What follows belongs to an exercise in optimizing a design on an open flow for small area and few clock cycles per item; a production flow would make more cautious choices. The RTL was checked by simulation tests, not by an equivalence proof against the original design. The clock input has no modelled driver; a real chip could not lean on it and would need a root buffer or a full tree. Power is estimated from default activity; no workload was simulated.

Design IS42S16320D, start of the top module:
module IS42S16320D(
  input            ipClk,  
  input            ipReset,
  input      [24:0]ipAddress,
  input      [ 1:0]ipByteEnable,
  output reg       opWaitRequest,
  input      [15:0]ipWriteData,
  input            ipWrite,
  input            ipRead,
  output reg [15:0]opReadData,
  output reg       opReadDataValid,
  output           opCKE,
  output reg       opnCS,
  output reg       opnRAS,
  output reg       opnCAS,
  output reg       opnWE,
  output reg [12:0]opA,
  output reg [ 1:0]opBA,
  output reg [ 1:0]opDQM,
  output reg [15:0]opDQ,
  output reg       opDQ_en,
  input      [15:0]ipDQ
);
assign opCKE = 1'b1;
reg [ 9:0]RefreshCount;
reg [ 4:0]InitCount;     
reg       Busy;          
reg [ 1:0]RasWait;       
reg [ 3:0]BankOpen;
reg [ 3:0]BankCur;       
reg [12:0]RowOpen;
reg [ 3:0]ReadPipe;      
wire Tick     = &RefreshCount;
wire Window   = ~|RefreshCount[9:5] & ~(RefreshCount[4] & |RefreshCount[3:0]);
wire Slot5    = ~|RefreshCount[9:4] & (RefreshCount[3:0] == 4'd5);
wire Slot11   = ~|RefreshCount[9:4] & (RefreshCount[3:0] == 4'd11);
wire Ready    = InitCount[4];
wire InitRef  = InitCount[3] & (InitCount[2] ^ (InitCount[1] & InitCount[0]));
wire InitMRS  = ~InitCount[4] & (&InitCount[3:0]);
wire Active   = InitRef | InitMRS | Ready;
wire Request  = ipRead | ipWrite;
wire [1:0]Bank = ipAddress[11:10];
wire RowHit   = ipAddress[24:12] == RowOpen;
wire AnyOpen  = |BankOpen;
wire BankHit  = BankCur[Bank] & RowHit;
  ...
Settings: LEC_CHECK=0, CAP_MARGIN=20, CORE_MARGIN=2, CORE_UTILIZATION=40, GPL_TIMING_DRIVEN=0, SLEW_MARGIN=20; clock period 10.0 ns.
standard.sh (not shown) runs the stock make flow with config.mk's settings and CLKGATE_MAP_FILE= SYNTH_SCRIPT=/design/flow/synth_recipe.tcl, a recipe that flattens the netlist after the stock synthesis.
==> flow/flow/run.sh <==
#!/bin/bash
# Standard ORFS layout, with the smallest buffer for the port buffers and
# the synthesized logic set to its smallest drive strengths before floorplan.
set -euo pipefail
here=$(cd "$(dirname "$0")" && pwd)
export BUFFER_PORTS_ARGS="-buffer_cell sky130_fd_sc_hd__buf_1"
export PRE_FLOORPLAN_TCL="$here/downsize.tcl"
bash standard.sh > standard.log 2>&1
==> flow/flow/downsize.tcl <==
# Before floorplan: set every combinational cell to its smallest drive
# strength; the flow's own repair steps size up what timing, slew or
# capacitance then needs.
remove_buffers
set n 0
foreach inst [get_cells *] {
  set cell [get_property $inst ref_name]
  if {![regexp {^(sky130_fd_sc_hd__[a-z0-9]+)_([0-9]+)$} $cell -> base drv]} { continue }
  if {[string match "*__df*" $base] || [string match "*__edf*" $base] || [string match "*__sdf*" $base] || [string match "*__dl*" $base] || [string match "*clk*" $base] || [string match "*conb*" $base]} { continue }
  if {$drv <= 1} { continue }
  set lc [get_lib_cells -quiet */${base}_1]
  if {[llength $lc] == 0} { continue }
  if {[get_property [lindex $lc 0] dont_use]} { continue }
  replace_cell $inst [lindex $lc 0]
  incr n
}
puts "downsize.tcl: $n cells set to drive strength 1"
Testbench counts at the start, summed over its fixed seeds: cycles 66,518, items 24,000.
Rerun with:
==> flow/flow/run.sh (replaced) <==
#!/bin/bash
# Standard ORFS layout with these changes:
# - synthesis maps logic with an area-oriented ABC script (flow/abc_area.script);
#   everything else in synthesis is the standard script (registers unchanged);
# - the synthesized logic is set to its smallest drive strengths before
#   floorplan (flow/downsize.tcl); the flow's repair steps size up as needed;
# - port buffers use the smallest buffer;
# - CTS without dummy loads.
set -euo pipefail
here=$(cd "$(dirname "$0")" && pwd)
work=$(pwd)
rm -rf "$work/scripts_abc"
cp -r "$FLOW_HOME/scripts" "$work/scripts_abc"
cp "$here/abc_area.script" "$work/scripts_abc/abc_speed.script"
export SCRIPTS_DIR="$work/scripts_abc"
export BUFFER_PORTS_ARGS="-buffer_cell sky130_fd_sc_hd__buf_1"
export PRE_FLOORPLAN_TCL="$here/downsize.tcl"
export CTS_ARGS="-sink_clustering_enable -repair_clock_nets -dont_use_dummy_load -sink_clustering_size 50 -sink_clustering_max_diameter 1000 -sink_clustering_levels 1"
bash standard.sh > standard.log 2>&1
==> flow/flow/abc_area.script (new file) <==
&get -n
&st
&dch
&nf -R 1000 -p
&put
topo
--- a/flow/flow/downsize.tcl
+++ b/flow/flow/downsize.tcl
@@ -4 +3,0 @@
-remove_buffers
GPL_TIMING_DRIVEN = unset   (was 0)
The new run produced a clean layout.
Wire length drops by 19%.
Final area drops by 3.4%.
Clock power drops by about 10%.
Utilization drops by 2.6 points.
Rerun with:
==> flow/run.sh (new file) <==
#!/bin/bash
# synth_recipe.tcl (not shown) runs the flow's synth.tcl, then flattens the netlist and writes it again
# the make line also repeats each setting of config.mk as NAME=value (left out here)
make -C /OpenROAD-flow-scripts/flow DESIGN_CONFIG=/design/flow/config.mk WORK_HOME=/design/flow/orfs CLKGATE_MAP_FILE= SYNTH_SCRIPT=/design/flow/synth_recipe.tcl finish
removed: flow/flow/run.sh
removed: flow/flow/abc_area.script
removed: flow/flow/downsize.tcl
removed: flow/standard.sh
Total power climbs by 11%.
Sequential power barely changes.
Routed wire length climbs by 6.7%.
Die area goes up by 12%.
Rerun with:
==> flow/flow/run.sh (new file) <==
#!/bin/bash
# Standard ORFS layout with these changes:
# - synthesis maps logic with an area-oriented ABC script (flow/abc_area.script);
#   everything else in synthesis is the standard script (registers unchanged);
# - the synthesized logic is set to its smallest drive strengths before
#   floorplan (flow/downsize.tcl); the flow's repair steps size up as needed;
# - port buffers use the smallest buffer;
# - CTS without dummy loads.
set -euo pipefail
here=$(cd "$(dirname "$0")" && pwd)
work=$(pwd)
rm -rf "$work/scripts_abc"
cp -r "$FLOW_HOME/scripts" "$work/scripts_abc"
cp "$here/abc_area.script" "$work/scripts_abc/abc_speed.script"
export SCRIPTS_DIR="$work/scripts_abc"
export BUFFER_PORTS_ARGS="-buffer_cell sky130_fd_sc_hd__buf_1"
export PRE_FLOORPLAN_TCL="$here/downsize.tcl"
export CTS_ARGS="-sink_clustering_enable -repair_clock_nets -dont_use_dummy_load -sink_clustering_size 50 -sink_clustering_max_diameter 1000 -sink_clustering_levels 1"
bash standard.sh > standard.log 2>&1
==> flow/flow/abc_area.script (new file) <==
strash
dch -f
amap
topo
==> flow/flow/downsize.tcl (new file) <==
# Before floorplan: set every combinational cell to its smallest drive
# strength; the flow's own repair steps size up what timing, slew or
# capacitance then needs.
set n 0
foreach inst [get_cells *] {
  set cell [get_property $inst ref_name]
  if {![regexp {^(sky130_fd_sc_hd__[a-z0-9]+)_([0-9]+)$} $cell -> base drv]} { continue }
  if {[string match "*__df*" $base] || [string match "*__edf*" $base] || [string match "*__sdf*" $base] || [string match "*__dl*" $base] || [string match "*clk*" $base] || [string match "*conb*" $base]} { continue }
  if {$drv <= 1} { continue }
  set lc [get_lib_cells -quiet */${base}_1]
  if {[llength $lc] == 0} { continue }
  if {[get_property [lindex $lc 0] dont_use]} { continue }
  replace_cell $inst [lindex $lc 0]
  incr n
}
puts "downsize.tcl: $n cells set to drive strength 1"
==> flow/standard.sh (new file) <==
#!/bin/bash
# synth_recipe.tcl (not shown) runs the flow's synth.tcl, then flattens the netlist and writes it again
# the make line also repeats each setting of config.mk as NAME=value (left out here)
make -C /OpenROAD-flow-scripts/flow DESIGN_CONFIG=/design/flow/config.mk WORK_HOME=/design/flow/orfs CLKGATE_MAP_FILE= SYNTH_SCRIPT=/design/flow/synth_recipe.tcl "${@:-finish}"
removed: flow/run.sh
Non-clock buffer count rises by 2.
Maximum frequency went up by 12%.
Clock-buffer cell count decreases by 1.
Global-route usage climbs by 0.76 points.
Sequential power is about the same.
Setup slack gains 750 ps.
Via count came out higher by 2.8%.
Combinational power went down by 32%.
Cell count went up by 1.8%.
Sequential share of layout area grows by 7.4 points.
Total power shrinks by 11%.


Setup of lagoon:
IS42S16320D again, from the RTL that the note above started with.
// IS42S16320D
module IS42S16320D(
  input            ipClk,  
  input            ipReset,
  input      [24:0]ipAddress,
  input      [ 1:0]ipByteEnable,
  output reg       opWaitRequest,
  input      [15:0]ipWriteData,
  input            ipWrite,
  input            ipRead,
  output reg [15:0]opReadData,
  output reg       opReadDataValid,
  output           opCKE,
  output reg       opnCS,
  output reg       opnRAS,
  output reg       opnCAS,
  output reg       opnWE,
  output reg [12:0]opA,
  output reg [ 1:0]opBA,
  output reg [ 1:0]opDQM,
  output reg [15:0]opDQ,
  output reg       opDQ_en,
  input      [15:0]ipDQ
);
Settings: LEC_CHECK=0, CAP_MARGIN=20, CORE_MARGIN=2, CORE_UTILIZATION=40, SLEW_MARGIN=20; clock period 10.0 ns.
==> flow/flow/run.sh <==
#!/bin/bash
# Standard ORFS layout, with the smallest buffer for the port buffers and
# the synthesized logic set to its smallest drive strengths before floorplan.
set -euo pipefail
here=$(cd "$(dirname "$0")" && pwd)
export BUFFER_PORTS_ARGS="-buffer_cell sky130_fd_sc_hd__buf_1"
export PRE_FLOORPLAN_TCL="$here/downsize.tcl"
export CTS_ARGS="-repair_clock_nets -dont_use_dummy_load -sink_clustering_enable -sink_clustering_size 100 -sink_clustering_max_diameter 2000 -sink_clustering_levels 0 -root_buf sky130_fd_sc_hd__clkbuf_16 -buf_list sky130_fd_sc_hd__clkbuf_16"
bash standard.sh > standard.log 2>&1
==> flow/flow/downsize.tcl <==
# Before floorplan: set every combinational cell to its smallest drive
# strength; the flow's own repair steps size up what timing, slew or
# capacitance then needs.
set n 0
foreach inst [get_cells *] {
  set cell [get_property $inst ref_name]
  if {![regexp {^(sky130_fd_sc_hd__[a-z0-9]+)_([0-9]+)$} $cell -> base drv]} { continue }
  if {[string match "*__df*" $base] || [string match "*__edf*" $base] || [string match "*__sdf*" $base] || [string match "*__dl*" $base] || [string match "*clk*" $base] || [string match "*conb*" $base]} { continue }
  if {$drv <= 1} { continue }
  set lc [get_lib_cells -quiet */${base}_1]
  if {[llength $lc] == 0} { continue }
  if {[get_property [lindex $lc 0] dont_use]} { continue }
  replace_cell $inst [lindex $lc 0]
  incr n
}
puts "downsize.tcl: $n cells set to drive strength 1"
Every stage of the flow completed for lagoon, and the final layout passed the timing, design-rule and antenna checks.
Testbench counts of lagoon, summed over its fixed seeds: cycles 66,518, items 24,000.
Setup changes, lagoon to quartz
--- a/flow/flow/run.sh
+++ b/flow/flow/run.sh
@@ -8 +8 @@
-export CTS_ARGS="-repair_clock_nets -dont_use_dummy_load -sink_clustering_enable -sink_clustering_size 100 -sink_clustering_max_diameter 2000 -sink_clustering_levels 0 -root_buf sky130_fd_sc_hd__clkbuf_16 -buf_list sky130_fd_sc_hd__clkbuf_16"
+export CTS_ARGS="-repair_clock_nets -dont_use_dummy_load -distance_between_buffers 1000 -branching_point_buffers_distance 1000 -root_buf sky130_fd_sc_hd__clkbuf_8 -buf_list sky130_fd_sc_hd__clkbuf_8"
==> comparison <==
quartz: all stages complete, timing, DRC and antenna checks passed. lagoon and quartz ended up with roughly the same post-detailed-route via-to-cell ratio. Re non-clock buffer total of the final layout: no difference whatsoever between quartz and lagoon. Looking at quartz and lagoon, the via count is a wash. Going from lagoon to quartz, total length of routed wires now sits at about the same level; core utilization of the finished layout now sits lower.
Changes in tundra relative to quartz:
==> flow/flow/run.sh <==
#!/bin/bash
# Standard ORFS layout with these changes:
# - synthesis maps logic with an area-oriented ABC script (flow/abc_area.script);
#   everything else in synthesis is the standard script (registers unchanged);
# - the synthesized logic is set to its smallest drive strengths before
#   floorplan (flow/downsize.tcl); the flow's repair steps size up as needed;
# - port buffers use the smallest buffer;
# - CTS without dummy loads; the clock port drives the leaf clock buffers
#   directly (flow/noroot.tcl).
set -euo pipefail
here=$(cd "$(dirname "$0")" && pwd)
work=$(pwd)
rm -rf "$work/scripts_abc"
cp -r "$FLOW_HOME/scripts" "$work/scripts_abc"
cp "$here/abc_area.script" "$work/scripts_abc/abc_speed.script"
export SCRIPTS_DIR="$work/scripts_abc"
export BUFFER_PORTS_ARGS="-buffer_cell sky130_fd_sc_hd__buf_1"
export PRE_FLOORPLAN_TCL="$here/downsize.tcl"
export CTS_ARGS="-sink_clustering_enable -repair_clock_nets -dont_use_dummy_load -sink_clustering_size 50 -sink_clustering_max_diameter 1000 -sink_clustering_levels 1"
export POST_CTS_TCL="$here/noroot.tcl"
bash standard.sh > standard.log 2>&1
==> flow/flow/abc_area.script (new file) <==
strash
dch -f
amap
topo
==> flow/flow/noroot.tcl (new file) <==
set block [ord::get_db_block]
set pnet [$block findNet ipClk]
set its [$pnet getITerms]
if {[llength $its] == 1} {
  set root [[lindex $its 0] getInst]
  set rnet [[$root findITerm X] getNet]
  set loads {}
  set ok 1
  foreach it [$rnet getITerms] {
    set inst [$it getInst]
    if {$inst == $root} { continue }
    if {![string match "sky130_fd_sc_hd__clkbuf_*" [[$inst getMaster] getName]]} { set ok 0 }
    lappend loads $it
  }
  if {$ok && [llength $loads] <= 4} {
    foreach it $loads {
      $it disconnect
      $it connect $pnet
    }
    [lindex $its 0] disconnect
    odb::dbInst_destroy $root
    odb::dbNet_destroy $rnet
    puts "noroot.tcl: removed root buffer; port drives [llength $loads] clock buffers"
  } else {
    puts "noroot.tcl: root kept"
  }
}
## What came out
- Against quartz, tundra comes in 1.0 points lower on post-layout utilization of the core.
- Sequential share of layout area (higher): tundra
- Synthesized cell count delta for tundra relative to quartz: about 3% higher
- After detailed routing, quartz needs less wire than tundra.
- Buffers plus inverters on the worst setup path: tundra vs quartz up 2
- The pin count of the biggest net entering global routing of tundra exceeds that of quartz by 2.
- Cmp tundra vs quartz: global-route wire length before repair higher in tundra
- Die size: tundra is under quartz
Input changes introduced in raven (baseline for comparison: tundra):
==> flow/flow/run.sh <==
#!/bin/bash
# Standard ORFS layout, with the smallest buffer for the port buffers and
# the synthesized logic set to its smallest drive strengths before floorplan.
set -euo pipefail
here=$(cd "$(dirname "$0")" && pwd)
export BUFFER_PORTS_ARGS="-buffer_cell sky130_fd_sc_hd__buf_1"
export PRE_FLOORPLAN_TCL="$here/downsize.tcl"
bash standard.sh > standard.log 2>&1
removed: flow/flow/abc_area.script
removed: flow/flow/noroot.tcl
Relative to tundra, the first-pass GRT wire length measured on raven has decreased by a few percent.
In the reports for tundra and raven, the smaller clock-buffer cell count belongs to tundra.
Delta (raven minus tundra): buffering stage count on the worst path with inverters included down 2, die area rose 210 sq um.
tundra → raven: worst hold slack across all endpoints was more or less identical; via count went down 78; clock insertion delay at the later pin of the skew report went up 0.15 ns.
The wire length on met2 of raven is higher than that of tundra.
Per the comparison of raven with tundra, combined global-route utilization of all metal layers down 1.1 points, cell total after placement down 10.
[inputs] willow vs raven
==> flow/flow/run.sh <==
#!/bin/bash
set -euo pipefail
export BUFFER_PORTS_ARGS="-buffer_cell sky130_fd_sc_hd__buf_1"
export RECOVER_POWER=100
bash standard.sh > standard.log 2>&1
removed: flow/flow/downsize.tcl
[summary]
Comparing raven and willow, the higher initial standard-cell utilization of the core was measured on raven.
Number of stages on the worst hold path: willow vs raven identical
Compare raven and willow | critical path depth higher: willow
willow vs raven — average wire length per cell after detail routing climbed by a little under 10%
Final checks on willow, whose flow otherwise completed, came back failing, citing max-capacitance violations, max-slew violations.
Relative to raven, floorplan die height has gone up in willow.
Going from raven to willow, multi-input logic portion of the cell area grows by 0.75 points.
Relative to raven, the endpoint arrival time on the critical path of willow is higher by 1.75 ns.
willow vs raven — final core area utilization dropped 4.4 points.
Diff raven -> willow: post-layout minimum cycle time picked up an extra 1.75 ns, routed wire length picked up an extra 8.6%.
The inputs of cedar differ from those of willow as listed below.
--- a/flow/flow/run.sh
+++ b/flow/flow/run.sh
@@ -1,0 +2 @@
+# Standard ORFS layout, with the smallest buffer for the port buffers.
@@ -4 +4,0 @@
-export RECOVER_POWER=100
- cedar reached the final stage; the timing, design-rule and antenna checks on its layout passed.
- | clock skew | willow vs cedar | ≈ equal |
- From willow to cedar the numbers moved as follows: power held, area growth from synthesis to layout rose by 0.63 points, switching fraction of total power flat, time the final worst path needs with I/O delays and setup went down 1.41 ns.
- Total wire length after detailed routing shrinks slightly when moving from willow to cedar.

-- what the ideal ports hide --
No port has a modelled driver above. Below, the same layouts with a new extraction and two added sets of constraints.
Step 1, drivers: a clkbuf_16 drives ipClk and a buf_2 each remaining input, both assumed.
Step 2 times the ports against the registers' clock, not the clock port: input delays grow and output delays shrink by t, the midpoint of the rising clock arrivals with the driver on.
Three values: ideal ports, drivers, drivers and shift; two values: the first two.
run | t, ns | setup WS [ns] | hold WS [ns] | worst register clock-pin slew, ns | worst data-port slew with drivers (ns)
the first run of note 1 | 0.319 | 3.425 / 3.400 / 3.400 | 0.331 / 0.331 / 0.331 | 0.08 / 0.08 | 0.13
the second run of note 1 | 0.312 | 3.385 / 3.361 / 3.361 | 0.330 / 0.330 / 0.330 | 0.08 / 0.08 | 0.07
the third run of note 1 | 0.314 | 2.993 / 2.973 / 2.973 | 0.332 / 0.332 / 0.332 | 0.08 / 0.08 | 0.07
the fourth run of note 1 | 0.312 | 3.742 / 3.721 / 3.721 | 0.333 / 0.333 / 0.333 | 0.08 / 0.08 | 0.09
lagoon | 0.302 | 4.126 / 4.092 / 4.092 | 0.327 / 0.327 / 0.327 | 0.06 / 0.06 | 0.07
quartz | 0.312 | 4.124 / 4.089 / 4.089 | 0.331 / 0.331 / 0.331 | 0.07 / 0.07 | 0.07
tundra | 0.184 | 3.745 / 3.724 / 3.724 | 0.333 / 0.333 / 0.333 | 0.08 / 0.08 | 0.09
raven | 0.314 | 4.129 / 4.095 / 4.095 | 0.331 / 0.331 / 0.331 | 0.07 / 0.07 | 0.07
willow | 0.320 | 2.380 / 2.361 / 2.361 | 0.324 / 0.324 / 0.324 | 0.09 / 0.09 | 0.07
cedar | 0.321 | 3.790 / 3.771 / 3.771 | 0.325 / 0.325 / 0.325 | 0.09 / 0.09 | 0.07
The setup slack of quartz, which loses most, moves by -0.035 ns with the drivers and by -0.035 ns with both steps.
